From an optimization exercise on the open Yosys and OpenROAD flow, aimed at small area, a short achievable clock period and few clock cycles per item; shortcuts taken in it are not production practice.
Function was checked by simulation only, so behaviour that the tests miss may differ from the original.
Power and IR drop assume default switching activity.

Setup of v6:
==> flow/design.v (excerpt) <==
module matrix_mul #(
    parameter BITS = 8,  
    parameter WIDTH = 4,  
    parameter HEIGHT_A = 4,  
    parameter WIDTH_B = 4  
)(
    input logic clk,  
    input logic reset,  
    input logic start,  
    input logic [HEIGHT_A*WIDTH*BITS-1:0] i_array_a,  
    input logic [WIDTH*WIDTH_B*BITS-1:0] i_array_b,  
    output logic [HEIGHT_A*WIDTH_B*2*BITS-1:0] o_array_res,  
    output logic done  
);
make LEC_CHECK=0 CAP_MARGIN=20 CORE_MARGIN=2 CORE_UTILIZATION=55 SETUP_SLACK_MARGIN=2.5 SLEW_MARGIN=20 SYNTH_HIERARCHICAL=1 finish   # period 8.0 ns
run.sh (not shown) runs the stock make flow with config.mk's settings and CLKGATE_MAP_FILE= SYNTH_SCRIPT=/design/flow/synth_recipe.tcl, a recipe that flattens the netlist after the stock synthesis.
v6: all stages complete, timing, DRC and antenna checks passed
Testbench counts of v6, summed over its fixed seeds: cycles 2,000, items 2,000.
Modified inputs, v7 compared to v6
- changing SETUP_SLACK_MARGIN from 2.5 to 2.6
### Flow results
- Delta (v7 minus v6): register share of total power lower, full die area roughly the same, setup slack after layout higher, total vias in the final route higher.

========
matrix_mul, a different RTL version from the one above (not shown whole).
For scale: about 10000 cells after synthesis, roughly 120000 sq um of cells after synthesis.
make LEC_CHECK=0 CAP_MARGIN=20 CORE_MARGIN=2 CORE_UTILIZATION=55 SETUP_SLACK_MARGIN=2.65 SLEW_MARGIN=20 SYNTH_HIERARCHICAL=1 finish   # period 8.0 ns
The baseline passed the timing, DRC and antenna checks.
Testbench counts at the start, summed over its fixed seeds: cycles 2,000, items 2,000.
Edit:
--- a/flow/config.mk
+++ b/flow/config.mk
@@ -6,8 +6,8 @@
 export NUM_CORES = 4
 export LEC_CHECK = 0
-export CAP_MARGIN = 20
+export CAP_MARGIN = 10
 export CORE_MARGIN = 2
 export CORE_UTILIZATION = 55
-export SETUP_SLACK_MARGIN = 2.65
-export SLEW_MARGIN = 20
+export SETUP_SLACK_MARGIN = 2.5
+export SLEW_MARGIN = 10
 export SYNTH_HIERARCHICAL = 1
What happened: The changed run went through all stages and came out clean; via count barely changes; global-route usage rises by 1.7 points; design area falls by 3.3%; total power falls by 2.4%; clock-buffer cell count falls by 1.
Edit:
--- a/flow/config.mk
+++ b/flow/config.mk
@@ -6,8 +6,8 @@
 export NUM_CORES = 4
 export LEC_CHECK = 0
-export CAP_MARGIN = 10
+export CAP_MARGIN = 20
 export CORE_MARGIN = 2
 export CORE_UTILIZATION = 55
 export SETUP_SLACK_MARGIN = 2.5
-export SLEW_MARGIN = 10
+export SLEW_MARGIN = 20
 export SYNTH_HIERARCHICAL = 1
What happened:
- The changed run finished with timing, DRC and antenna clean
- cell count is unchanged
- cell area barely changes
- total power goes up by 0.33%
- global-route usage is about the same
- worst setup slack gets worse by 0.034 ns
- non-clock buffer count does not change
- maximum frequency goes down by 0.60%
- clock power goes up by about 3%
- area after synthesis does not change
- flip-flop and latch count stays the same
- sequential power stays flat

========
Starting RTL as in the previous note.
// matrix_mul
module matrix_mul #(
    parameter BITS = 8,  
    parameter WIDTH = 4,  
    parameter HEIGHT_A = 4,  
    parameter WIDTH_B = 4  
)(
    input logic clk,  
    input logic reset,  
    input logic start,  
    input logic [HEIGHT_A*WIDTH*BITS-1:0] i_array_a,  
    input logic [WIDTH*WIDTH_B*BITS-1:0] i_array_b,  
    output logic [HEIGHT_A*WIDTH_B*2*BITS-1:0] o_array_res,  
    output logic done  
);
localparam int NCS = 32;  
logic [3:0] one [WIDTH*WIDTH_B];
logic [3:0] two [WIDTH*WIDTH_B];
logic [3:0] neg [WIDTH*WIDTH_B];
genvar e;
generate
    for (e = 0; e < WIDTH*WIDTH_B; e++) begin : enc
        booth_enc be (.b(i_array_b[e*BITS +: BITS]), .one(one[e]), .two(two[e]), .neg(neg[e]));
    end
endgenerate
logic [HEIGHT_A*WIDTH_B*NCS-1:0] cs, cs_q;
genvar i, j;
generate
    for (i = 0; i < HEIGHT_A; i++) begin : row
        for (j = 0; j < WIDTH_B; j++) begin : col
            localparam int R = i*WIDTH_B + j;
            dot4 dot (
                .a0(i_array_a[(i*WIDTH+0)*BITS +: BITS]),
                .a1(i_array_a[(i*WIDTH+1)*BITS +: BITS]),
                .a2(i_array_a[(i*WIDTH+2)*BITS +: BITS]),
                .a3(i_array_a[(i*WIDTH+3)*BITS +: BITS]),
                .one0(one[0*WIDTH_B+j]), .two0(two[0*WIDTH_B+j]), .neg0(neg[0*WIDTH_B+j]),
                .one1(one[1*WIDTH_B+j]), .two1(two[1*WIDTH_B+j]), .neg1(neg[1*WIDTH_B+j]),
                .one2(one[2*WIDTH_B+j]), .two2(two[2*WIDTH_B+j]), .neg2(neg[2*WIDTH_B+j]),
                .one3(one[3*WIDTH_B+j]), .two3(two[3*WIDTH_B+j]), .neg3(neg[3*WIDTH_B+j]),
                .cs(cs[R*NCS +: NCS])
            );
            dot4_fin fin (.cs(cs_q[R*NCS +: NCS]), .res(o_array_res[R*2*BITS +: 2*BITS]));
        end
    end
endgenerate
always_ff @(posedge clk) begin
    if (start) cs_q <= cs;
end
always_ff @(posedge clk or negedge reset) begin
    if (!reset) done <= 1'b0;
    else if (start) done <= 1'b1;
end
endmodule
Settings: LEC_CHECK=0, CAP_MARGIN=10, CORE_MARGIN=2, CORE_UTILIZATION=62, SETUP_SLACK_MARGIN=2.5, SLEW_MARGIN=10, SYNTH_HIERARCHICAL=1; clock period 8.0 ns.
The baseline completed with no timing, DRC or antenna violations.
Testbench counts at the start, summed over its fixed seeds: cycles 2,000, items 2,000.
==> next run, changes <==
--- a/flow/config.mk
+++ b/flow/config.mk
@@ -7,7 +7,7 @@
 export LEC_CHECK = 0
-export CAP_MARGIN = 10
+export CAP_MARGIN = 5
 export CORE_MARGIN = 2
-export CORE_UTILIZATION = 62
+export CORE_UTILIZATION = 55
 export SETUP_SLACK_MARGIN = 2.5
-export SLEW_MARGIN = 10
+export SLEW_MARGIN = 5
 export SYNTH_HIERARCHICAL = 1
Effect: Core utilization falls by 6.7 points. Area after synthesis does not change. Non-clock buffer count rose by 31. Via count stays flat.
==> next run, changes <==
--- a/flow/config.mk
+++ b/flow/config.mk
@@ -7,7 +7,7 @@
 export LEC_CHECK = 0
-export CAP_MARGIN = 5
+export CAP_MARGIN = 10
 export CORE_MARGIN = 2
-export CORE_UTILIZATION = 55
-export SETUP_SLACK_MARGIN = 2.5
-export SLEW_MARGIN = 5
+export CORE_UTILIZATION = 62
+export SETUP_SLACK_MARGIN = 2.4
+export SLEW_MARGIN = 10
 export SYNTH_HIERARCHICAL = 1
=> The changed run went through all stages and came out clean. Routed wire length came out lower by 11%. Cell count goes down by 3.6%. Sequential power decreases by about 0.8%. Via count decreases by 3.3%. Power fell by 1.7%. Setup slack got worse by 110 ps. Synthesized area does not change. Clock skew stays the same. Design area went down by 2.2%. Synthesized cell count stays the same.

[re-timing with driven ports]
The flow's constraints put no driver on any port. The routed layouts listed below were extracted and timed again, unchanged, in two steps. Step 1 assumes that a clkbuf_16 drives the clock port and a buf_2 every other input. Step 2 times the ports against the registers' clock, not the clock port: input delays grow and output delays shrink by t, the midpoint of the rising clock arrivals with the driver on. Three values: ideal, step 1, step 2; two values: the first two.
| run | t (ns) | setup WS [ns] | worst hold slack (ns) | worst slew at a driven data input, ns |
|---|---|---|---|---|
| v6 | 0.830 | 2.433 / 2.482 / 1.665 | 0.463 / 0.463 / 0.463 | 0.16 |
| v7 | 0.842 | 2.554 / 2.540 / 1.781 | 0.458 / 0.458 / 0.458 | 0.11 |
| the first run of note 2 | 0.847 | 2.535 / 2.584 / 1.738 | 0.467 / 0.467 / 0.467 | 0.25 |
| the second run of note 2 | 0.847 | 2.457 / 2.387 / 1.540 | 0.461 / 0.461 / 0.461 | 0.29 |
| the third run of note 2 | 0.847 | 2.423 / 2.404 / 1.558 | 0.459 / 0.459 / 0.459 | 0.29 |
| the first run of note 3 | 0.870 | 2.465 / 2.452 / 1.664 | 0.480 / 0.480 / 0.480 | 0.10 |
| the second run of note 3 | 0.857 | 2.439 / 2.389 / 1.583 | 0.459 / 0.459 / 0.459 | 0.30 |
| the third run of note 3 | 0.835 | 2.330 / 2.345 / 1.510 | 0.470 / 0.470 / 0.470 | 0.16 |
After both steps setup and hold are still met in every run listed. For the second run of note 2, which loses most, drivers alone change the setup slack by -0.070 ns; drivers and shift together by -0.917 ns.
